Context: an optimization exercise on an open-source flow, tuned for small area. The choices shown serve that exercise and are no tape-out recipe. Function was checked by simulation only, so behaviour that the tests miss may differ from the original. Power is estimated from default activity; no workload was simulated.

==> flow/design.v (outline; a module is shown in full before it is edited, if it fits) <==
// module connect4_core: 4712 lines
module connect4_core(Clk, Reset, Left1, Right1, Drop1, Start1, Left2, Right2, Drop2, Start2, VGA_Red0, VGA_Green0, VGA_Blue0, VGA_Red1, VGA_Green1, VGA_Blue1, VGA_Red2, VGA_Green2, VGA_Hsync, VGA_Vsync, Ld6
, Ld5, Ld4, Ld3, Ld2, Ld1, Ld0, board, colors, selected_col, player, game_over, winner, start_state, end_state);
  // ...
==> flow/flow/run.sh <==
#!/bin/bash
# Layout flow: the standard flow (standard.sh, unchanged synthesis script
# and register set) with these changes:
#  - ABC maps the logic for area (amap, flow/abc_area.script) instead of the
#    delay-aware map of ORFS's abc_area.script (the clock period is generous);
#  - yosys leaves half/full adders to ABC (ADDER_MAP_FILE empty);
#  - ports are buffered with buf_1 cells;
#  - the clock tree is built from clkbuf_8 cells, without dummy loads.
# Each tool's output is in orfs/logs/; make's own output is in standard.log.
set -uo pipefail
W=$(pwd)
mkdir -p scripts
for f in "$FLOW_HOME"/scripts/*; do ln -sf "$f" scripts/; done
rm -f scripts/abc_area.script
cp flow/abc_area.script scripts/abc_area.script
export SCRIPTS_DIR="$W/scripts"
export ADDER_MAP_FILE=
export BUFFER_PORTS_ARGS="-buffer_cell sky130_fd_sc_hd__buf_1"
export CTS_ARGS="-sink_clustering_enable -repair_clock_nets -buf_list sky130_fd_sc_hd__clkbuf_8 -dont_use_dummy_load"
bash standard.sh > standard.log 2>&1
==> flow/flow/abc_area.script <==
strash
dch -f
amap -m
topo
==> flow/standard.sh <==
#!/bin/bash
# synth_recipe.tcl (not shown) runs the flow's synth.tcl, then flattens the netlist and writes it again
# the make line also repeats each setting of config.mk as NAME=value (left out here)
make -C /OpenROAD-flow-scripts/flow DESIGN_CONFIG=/design/flow/config.mk WORK_HOME=/design/flow/orfs CLKGATE_MAP_FILE= SYNTH_SCRIPT=/design/flow/synth_recipe.tcl "${@:-finish}"
==> flow/config.mk <==
export PLATFORM = sky130hd
export DESIGN_NAME = connect4_core
export DESIGN_NICKNAME = connect4_core
export VERILOG_FILES = /design/flow/design.v
export SDC_FILE = /design/flow/constraint.sdc
export NUM_CORES = 4
export LEC_CHECK = 0
export ABC_AREA = 1
export CAP_MARGIN = 20
export CORE_MARGIN = 2
export CORE_UTILIZATION = 55
export SLEW_MARGIN = 20
==> flow/constraint.sdc <==
create_clock -name core_clock -period 10.0 [get_ports {Clk}]
set_input_delay 2.0000 -clock core_clock [delete_from_list [all_inputs] [get_ports {Clk}]]
set_output_delay 2.0000 -clock core_clock [all_outputs]
set_load 0.01 [all_outputs]
==> impl_metrics.csv, run 1 <==
group,metric,value,unit
run_status,outcome,"finished clean",
yosys,synthFlopType,"sky130_fd_sc_hd__dfxtp_1",
final_layout,layoutNonFillerInstCount,1436,
final_layout,design_area,7755,µm²
global_routing,gr-usage-met1,51.47,%
final_layout,area.share.sequential,21.12,%
worst_setup_path,timing.rr.end,"VGA_Red1",
yosys,netlist_instances,1138,
floorplan,taps,172,
global_routing,grt.met2_usage,69.19,%
drt,first_pass_iters,8,
worst_setup_path,crit-reg2reg-launch,"connect_four_mod.board_reg[37]",
sta,timing_max_transition_violations_final,0,
final_layout,num-nonclk-inverters,201,
sta,finalCriticalPeriod,6.929,ns
worst_setup_path,path_class,"flip-flop to output port",
drt,final_antenna_net_count,0,
final_layout,layout.nets,1276,
floorplan,design.die.area,13580,µm²
global_routing,grt_pass1_wl,44990,µm
global_routing,antenna_found_initial,1,
yosys,synth_xor_area_share,0,%
clock_tree,number_of_gates_given_a_new_drive_strength_after_cts,0,
global_routing,grt_use_met3,9.289,%
sta,final_number_of_hold_violating_endpoints,0,
==> run 2, diff against run 1 <==
--- a/flow/flow/run.sh
+++ b/flow/flow/run.sh
@@ -1,7 +1,7 @@
 #!/bin/bash
 # Layout flow: the standard flow (standard.sh, unchanged synthesis script
 # and register set) with these changes:
-#  - ABC maps the logic for area (amap, flow/abc_area.script) instead of the
+#  - ABC maps the logic for area (&nf -a, flow/abc_area.script) instead of the
 #    delay-aware map of ORFS's abc_area.script (the clock period is generous);
 #  - yosys leaves half/full adders to ABC (ADDER_MAP_FILE empty);
 #  - ports are buffered with buf_1 cells;
==> flow/flow/abc_area.script (replaced) <==
strash
&get -n
&dch -f
&nf -a -R 1000 -F 10 -A 10
&put
topo
==> impl_metrics.csv, run 2 <==
group,metric,value,unit
global_routing,grt_pass1_vias,8082,
yosys,synth_fp_nets,1049,
worst_setup_path,crit_chain,"or2_0 -> nor2_1 -> clkinv_1 -> nor2_1 -> clkinv_1 -> nor2_1 -> clkinv_1 -> nor2_1 -> nor2b_1 -> a21oi_1 -> a21oi_1 -> a21oi_1 -> a21oi_1 -> a21oi_1 -> nand3_1 -> or4_1 -> and3_1 -> buf_1",
sta,setup-violations-final,0,
sta,timing_max_transition_violations_final,0,
yosys,netlist_instances,1039,
final_layout,fraction_of_layout_cells_with_a_size_suffix_above_1,1.803,%
sta,setup_ws,3.444,ns
worst_setup_path,worst_r2r_path_depth,25,
final_layout,layout.nets,1177,
global_routing,antenna_found_initial,0,
drt,avgViaCountPerCell,6.944,
drt,drtIter0Drc,1756,
sta,final.period_utilization,65.56,%
worst_setup_path,critical_path_buf_inv_count,4,
global_routing,global_route.usage.total,42.57,%
worst_setup_path,cp_data_required_time,8.00,ns
global_routing,largest_net_degree_at_the_start_of_global_routing,56,
worst_hold_path,timing.hold.worst_path_depth,2,
clock_tree,number_of_buffers_added_by_the_clock_tree_synthesis_step,9,
sta,clk_skew,0.02932,ns
drt,first_pass_iters,9,
yosys,synth_enable_flop_cells,0,
clock_tree,number_of_gates_given_a_new_drive_strength_after_cts,0,
worst_setup_path,path_class,"flip-flop to output port",
final_layout,area_growth_syn_to_layout,11.20,%
job,max-cap-violations,0,
yosys,synth.yosys.seq_area_share,23.74,%
yosys,yosysTopAreaCell,"sky130_fd_sc_hd__dfxtp_1",
worst_setup_path,crit_family,"simple AND/OR/NAND/NOR gates",
worst_setup_path,critPathMaxFanout,9,
worst_setup_path,path_common_cell,"sky130_fd_sc_hd__a21oi_1",
clock_tree,buffer_cell_driving_the_clock_tree_root,"sky130_fd_sc_hd__clkbuf_8",
power,leakagePower,2.450,nW
floorplan,design.core.area,12110,µm²
yosys,netlist-cell-type-count,53,
sta,rsz_0062_raised_after_global_routing,"false",
floorplan,die_w,116.0,µm
worst_hold_path,holdPathEnd,"connect_four_mod.stack_reg[1]",
yosys,post_synth_and_or_nand_nor_area_fraction,33.90,%
floorplan,die-height,116.0,µm
worst_setup_path,crit_arrival,4.56,ns
power,vdd_drop_max,0.1683,mV
sta,setup_total_negative_slack,0,ns
sta,final_number_of_hold_violating_endpoints,0,
drt,num_vias,9257,
yosys,yosys.area.top_type_share,22.65,%
yosys,postSynthRegisterBits,81,
clock_tree,h-tree-depth,3,
place,io_buffers,119,
power,power_density,140.8,nW/µm²
clock_tree,cts_tree,"done",
yosys,asyncSetResetFlopFracSynth,3.704,%
yosys,synth.top_cells.by_area,"sky130_fd_sc_hd__dfxtp_1 (23%), sky130_fd_sc_hd__a21oi_1 (9.7%), sky130_fd_sc_hd__nand2_1 (7.2%), sky130_fd_sc_hd__o21ai_0 (7.1%), sky130_fd_sc_hd__nor2_1 (7.1%)",
sta,max_slew.worst_pin.slew,1.099,ns
final_layout,final_cell_mix,"sky130_fd_sc_hd__a21oi_1 (133), sky130_fd_sc_hd__nand2_1 (133), sky130_fd_sc_hd__nor2_1 (130)",
clock_tree,max-clock-path-buffers,2,
worst_hold_path,hold_start,"connect_four_mod.stack_reg[0]",
worst_setup_path,end_kind,"output port",
floorplan,initial_utilization,56.92,%
worst_hold_path,holdCritPathClass,"flip-flop to flip-flop",
drt,detail_route.wirelength,29210,µm
yosys,netlist_area_before_placement,6894,µm²
yosys,synth-adder-area-share,0,%
clock_tree,hold_buffers,0,
final_layout,antennaDiodeCount,0,
global_routing,grt_overflow_total,0,
yosys,synthesis.area_per_instance,6.635,µm²
clock_tree,clk_latency,0.38,ns
yosys,area_fraction_in_compound_gates_after_synthesis,32.61,%
floorplan,design.die.area,13450,µm²
yosys,dominant_combinational_cell_family_by_area_after_synthesis,"simple AND/OR/NAND/NOR gates",
place,gp_congestion,1.129,
place,place.detailed.hpwl,21260,µm
global_routing,grt_pass1_wl,44300,µm
sta,finalCriticalPeriod,6.556,ns
floorplan,io_pins,120,
drt,wl_per_cell,21.91,µm
yosys,synth-warning-count,1,
drt,drc,0,
yosys,yosys-mux-area-fraction,0.9256,%
floorplan,floorplan.rows,40,
clock_tree,clock_sink_count,81,
yosys,synth.top_cells.by_count,"sky130_fd_sc_hd__a21oi_1 (133), sky130_fd_sc_hd__nand2_1 (133), sky130_fd_sc_hd__nor2_1 (130)",
yosys,synth_xor_area_share,5.336,%
place,pre_cts_slack,3.948,ns
worst_setup_path,startpoint_type,"flip-flop",
worst_setup_path,cp_slowest_cell,"sky130_fd_sc_hd__or4_1",
run_status,outcome,"finished clean",
worst_setup_path,reg2reg_setup_slack,3.75,ns
sta,max_clock_freq,152.5,MHz
clock_tree,path_clk_slew,0.06,ns
worst_setup_path,timing.rr.end,"VGA_Green1",
yosys,synthFlopType,"sky130_fd_sc_hd__dfxtp_1",
drt,final_antenna_net_count,0,
sta,finalHoldWorstSlack,0.5282,ns
worst_setup_path,timing.critical_path.slowest_cell_delay,0.50,ns
sta,max-slew-margin-rel,26.74,%
worst_setup_path,crit-reg2reg-launch,"connect_four_mod.board_reg[37]",
clock_tree,number_of_buffers_inserted_to_repair_setup_after_cts,0,
final_layout,largest_register_ffs,42,
[run 2: cell types whose count changed in the layout (fill, tap and decap cells not counted), moves of 10 or more]
cell                       before  now
sky130_fd_sc_hd__a211oi_1      20    9
sky130_fd_sc_hd__a21oi_1       50  133
sky130_fd_sc_hd__a311oi_1      11    0
sky130_fd_sc_hd__a31oi_1       41   20
sky130_fd_sc_hd__and2_0         0   41
sky130_fd_sc_hd__clkinv_1     201   40
sky130_fd_sc_hd__nand2_1       60  133
sky130_fd_sc_hd__nand2b_1       1   11
sky130_fd_sc_hd__nand3_1       14   56
sky130_fd_sc_hd__nor2_1       319  130
sky130_fd_sc_hd__nor3_1        58   37
sky130_fd_sc_hd__o21ai_0       84   98
sky130_fd_sc_hd__o221ai_1      44    3
sky130_fd_sc_hd__xnor2_1        0   33
[run 2: logic make-up (layout without fill, tap and decap cells)]
kind of cell / Yosys count / in the layout
flops: 81 / 81
xor+xnor: 42 / 42
simple gates: 489 / 489
mux: 6 / 6
buf+inv: 52 / 178
compound gates: 369 / 369
[run 2: through the flow]
stage               total power (W)  instance area [µm²]  util, %  cells
floorplan                 0.0007047                 6894        -   1039
global placement          0.0008636                 7542    62.27   1324
detailed placement        0.0008693                 7542    62.27   1324
CTS                        0.001062                 7666    63.30   1333
global route               0.001129                 7666    63.30   1333
finish                     0.001080                 7666    63.30   1333
[run 2: report_power, final]
| group | internal [W] | total, W | switching [W] |
|---|---|---|---|
| combinational | 0.000139 | 0.000460 | 0.000321 |
| sequential | 0.000356 | 0.000419 | 0.0000630 |
| clock | 0.0000808 | 0.000201 | 0.000120 |
| total | 0.000576 | 0.00108 | 0.000504 |
[run 2: tightest hold or removal path, stage by stage (launching register included)]
cell and delay [ns]:
sky130_fd_sc_hd__dfxtp_1 0.34, sky130_fd_sc_hd__nand3_1 0.08, sky130_fd_sc_hd__a21oi_1 0.06
[run 2: worst max path at each step]
stage | from | to | slack (ns) | depth (start not counted)
finish | connect_four_mod.board_reg[37] | winner[0] | 3.44 | 18
global route | connect_four_mod.board_reg[37] | winner[0] | 3.07 | 18
CTS | connect_four_mod.board_reg[37] | winner[0] | 3.55 | 18
detailed placement | connect_four_mod.board_reg[37] | winner[0] | 3.95 | 18
global placement | connect_four_mod.board_reg[37] | winner[1] | 4.11 | 18
floorplan | player | winner[1] | 3.90 | 9
[run 2: area by class of cell]
cell class                      count  area (µm²)
Multi-Input combinational cell    906        5022
Inverter                           40       150.1
Tap cell                          168       210.2
Clock buffer                        9       123.9
Sequential cell                    81        1638
Fill cell                        1150        4446
Timing Repair Buffer              129       521.8
[run 2: layer usage]
metal / vias up / track usage, % / share of wire [%]
met2: 768 / 65.77 / 44
met5: - / 0 / 0
li1: 4125 / - / -
met1: 4183 / 50.93 / 36
met4: 0 / 29.05 / 7.8
met3: 181 / 12.71 / 12

-- afterwards: timing with drivers on the ports --
No port has a modelled driver above. Below, the same layouts with a new extraction and two added sets of constraints.
Step 1: set_driving_cell puts a clkbuf_16 on Clk and a buf_2 on each other input, an assumption about the parent block.
Step 2 times the ports against the registers' clock, not the clock port: input delays grow and output delays shrink by t, the midpoint of the rising clock arrivals with the driver on.
a / b / c = ideal ports / drivers / drivers and shift; a / b = the first two.
run	t, ns	setup slack, ns	clock arrival spread, ns
run 1	0.404	3.071 / 3.030 / 3.434	0.037 / 0.037
run 2	0.403	3.444 / 3.405 / 3.752	0.034 / 0.035
After both steps setup and hold are still met in every run listed.
